Background: an optimization exercise with open tools, aiming at small area and a short achievable clock period. Do not read the settings as production practice. Only simulation tests tie the RTL to the original design; equivalence was not proved. No activity file was given, so power comes from the tool's default toggle rates.

## build 24
Design CPU, start of the top module:
module CPU (
    input  wire clk,
    input  wire rst,
    output wire [15:0] total_instructions,
    output wire [15:0] total_loads,
    output wire [15:0] total_stores,
    output wire [15:0] total_alus,
    output wire [15:0] total_controls,
    output wire [15:0] total_cycles,
    output wire [15:0] total_stall_cycles,
    output reg  done,
    output wire [15:0] imem_addr,
    input  wire [15:0] imem_rdata,
    output wire [15:0] dmem_addr,
    output wire [15:0] dmem_wdata,
    output wire        dmem_we,
    input  wire [15:0] dmem_rdata
);
clock: 7.5 ns
lec_check: 0
abc_area: 1
cap_margin: 20
core_margin: 2
core_utilization: 60
cts_buf_list: sky130_fd_sc_hd__clkbuf_16
cts_cluster_diameter: 80
cts_cluster_size: 24
place_density: 0.8
setup_slack_margin: 4.7
slew_margin: 20
standard.sh (not shown) runs the stock make flow with config.mk's settings and CLKGATE_MAP_FILE= SYNTH_SCRIPT=/design/flow/synth_recipe.tcl, a recipe that flattens the netlist after the stock synthesis.
==> flow/flow/run.sh <==
#!/bin/bash
# The standard layout (standard synthesis, floorplan, placement, CTS,
# routing), with one change: every input and output port is buffered with
# sky130_fd_sc_hd__buf_2 instead of ORFS's default port buffer cell.
set -euo pipefail
export BUFFER_PORTS_ARGS="-buffer_cell sky130_fd_sc_hd__buf_2"
bash standard.sh > standard_flow.log 2>&1
## Diff of input files: build 82 against build 24
- SETUP_SLACK_MARGIN changed from 4.7 to 5.0
- CORE_UTILIZATION changed from 60 to 40
- PLACE_DENSITY changed from 0.8 to 0.6
### Flow results
Build 82: final cell count higher than build 24
Power sits higher in build 82 than in build 24.
Diff build 24 -> build 82 | number of global-route vias before repair | down slightly
Against build 24, build 82 comes in 4.4 points lower on sequential share of layout area.
Status: final critical-path setup slack parity (build 24, build 82)
Build 82 against build 24: sequential power share saw a decrease, instance area after placement saw an increase, total of clock buffers placed in the layout saw an increase, design area saw an increase.
Compared build 82 vs build 24, and die area is up in build 82.
Going from build 24 to build 82, power density over the cells shrank by a few percent.
Here is what was changed in the inputs of build 48 compared with build 82.
- SETUP_SLACK_MARGIN now 4.7, was 5.0
- CORE_UTILIZATION now 70, was 40
- PLACE_DENSITY now 0.9, was 0.6
Notes after the runs:
- Growth of design area from synthesis to finish was lower in the run labelled build 48.
- Build 48 gives more fraction of area in multi-input gates than build 82 did.
- Build 82 ended up with ex_alu[1] as its worst setup path startpoint; build 48 ended up with ex_alu[2].
- Relative to build 82, initial standard-cell utilization of the core increased by 31 points in build 48.

* * *

Another version of the RTL of CPU (not shown whole).
Size in the first run: roughly 480 flip-flops, ~0.023 mm² of cells after synthesis.
==> flow/config.mk <==
export PLATFORM = sky130hd
export DESIGN_NAME = CPU
export DESIGN_NICKNAME = CPU
export VERILOG_FILES = /design/flow/design.v
export SDC_FILE = /design/flow/constraint.sdc
export NUM_CORES = 4
export LEC_CHECK = 0
export CAP_MARGIN = 20
export CORE_MARGIN = 2
export CORE_UTILIZATION = 40
export PLACE_DENSITY = 0.6
export SETUP_SLACK_MARGIN = 4.5
export SLEW_MARGIN = 20
==> flow/constraint.sdc <==
create_clock -name core_clock -period 7.5 [get_ports {clk}]
set_input_delay 1.5000 -clock core_clock [delete_from_list [all_inputs] [get_ports {clk}]]
set_output_delay 1.5000 -clock core_clock [all_outputs]
set_load 0.01 [all_outputs]
run.sh (not shown) runs the stock make flow with config.mk's settings and CLKGATE_MAP_FILE= SYNTH_SCRIPT=/design/flow/synth_recipe.tcl, a recipe that flattens the netlist after the stock synthesis.
Stock flow here: none of the scripts above is used.
The baseline finished clean.
==> next run, changes <==
==> flow/flow/run.sh (new file) <==
#!/bin/bash
# The standard layout (standard synthesis, floorplan, placement, CTS,
# routing), with one change: every input and output port is buffered with
# sky130_fd_sc_hd__buf_2 instead of ORFS's default port buffer cell.
set -euo pipefail
export BUFFER_PORTS_ARGS="-buffer_cell sky130_fd_sc_hd__buf_2"
bash standard.sh > standard_flow.log 2>&1
==> flow/standard.sh (new file) <==
#!/bin/bash
# synth_recipe.tcl (not shown) runs the flow's synth.tcl, then flattens the netlist and writes it again
# the make line also repeats each setting of config.mk as NAME=value (left out here)
make -C /OpenROAD-flow-scripts/flow DESIGN_CONFIG=/design/flow/config.mk WORK_HOME=/design/flow/orfs CLKGATE_MAP_FILE= SYNTH_SCRIPT=/design/flow/synth_recipe.tcl "${@:-finish}"
- ABC_AREA: unset -> 1
- CTS_BUF_LIST: unset -> sky130_fd_sc_hd__clkbuf_16
- CTS_CLUSTER_DIAMETER: unset -> 80
- CTS_CLUSTER_SIZE: unset -> 24
- SETUP_SLACK_MARGIN: 4.5 -> 4.7
removed: flow/run.sh
Die area went up by 10%.
Worst setup slack improved by 0.64 ns.
Via count went up by 17%.
Final cell count went up by 29%.
Power went up by 8.5%.
Cell area went down by 2.3%.
Count of clock-buffer cells in the layout went down by 39.
First-iteration DRC count went up by 20%.

## port drivers added, routing unchanged
The results above use ideal ports. As a check the final layouts listed here were re-extracted and re-timed, cells and wires unchanged. Step 1 assumes that a clkbuf_16 drives the clock port and a buf_2 every other input. Step 2 adds t to the input delays and takes it off the output delays; t is the mean of the earliest and latest rising clock arrival at the registers after step 1. Input paths then give back, and output paths get back, about the clock's delay inside the block. a / b / c = ideal ports / drivers / drivers and shift; a / b = the first two.
run | t, ns | setup slack, ns | worst register clock-pin slew, ns
build 24 | 0.671 | 4.671 / 4.635 / 4.418 | 0.10 / 0.10
build 82 | 0.676 | 4.672 / 4.606 / 4.601 | 0.10 / 0.10
build 48 | 0.668 | 4.593 / 4.534 / 4.371 | 0.11 / 0.11
the first run of note 2 | 0.656 | 4.012 / 4.012 / 4.012 | 0.07 / 0.07
the second run of note 2 | 0.694 | 4.653 / 4.590 / 4.586 | 0.10 / 0.10
After both steps setup and hold are still met in every run listed. For build 24, which loses most, drivers alone change the setup slack by -0.036 ns; drivers and shift together by -0.253 ns. The worst setup slack also covers recovery checks on asynchronous resets.
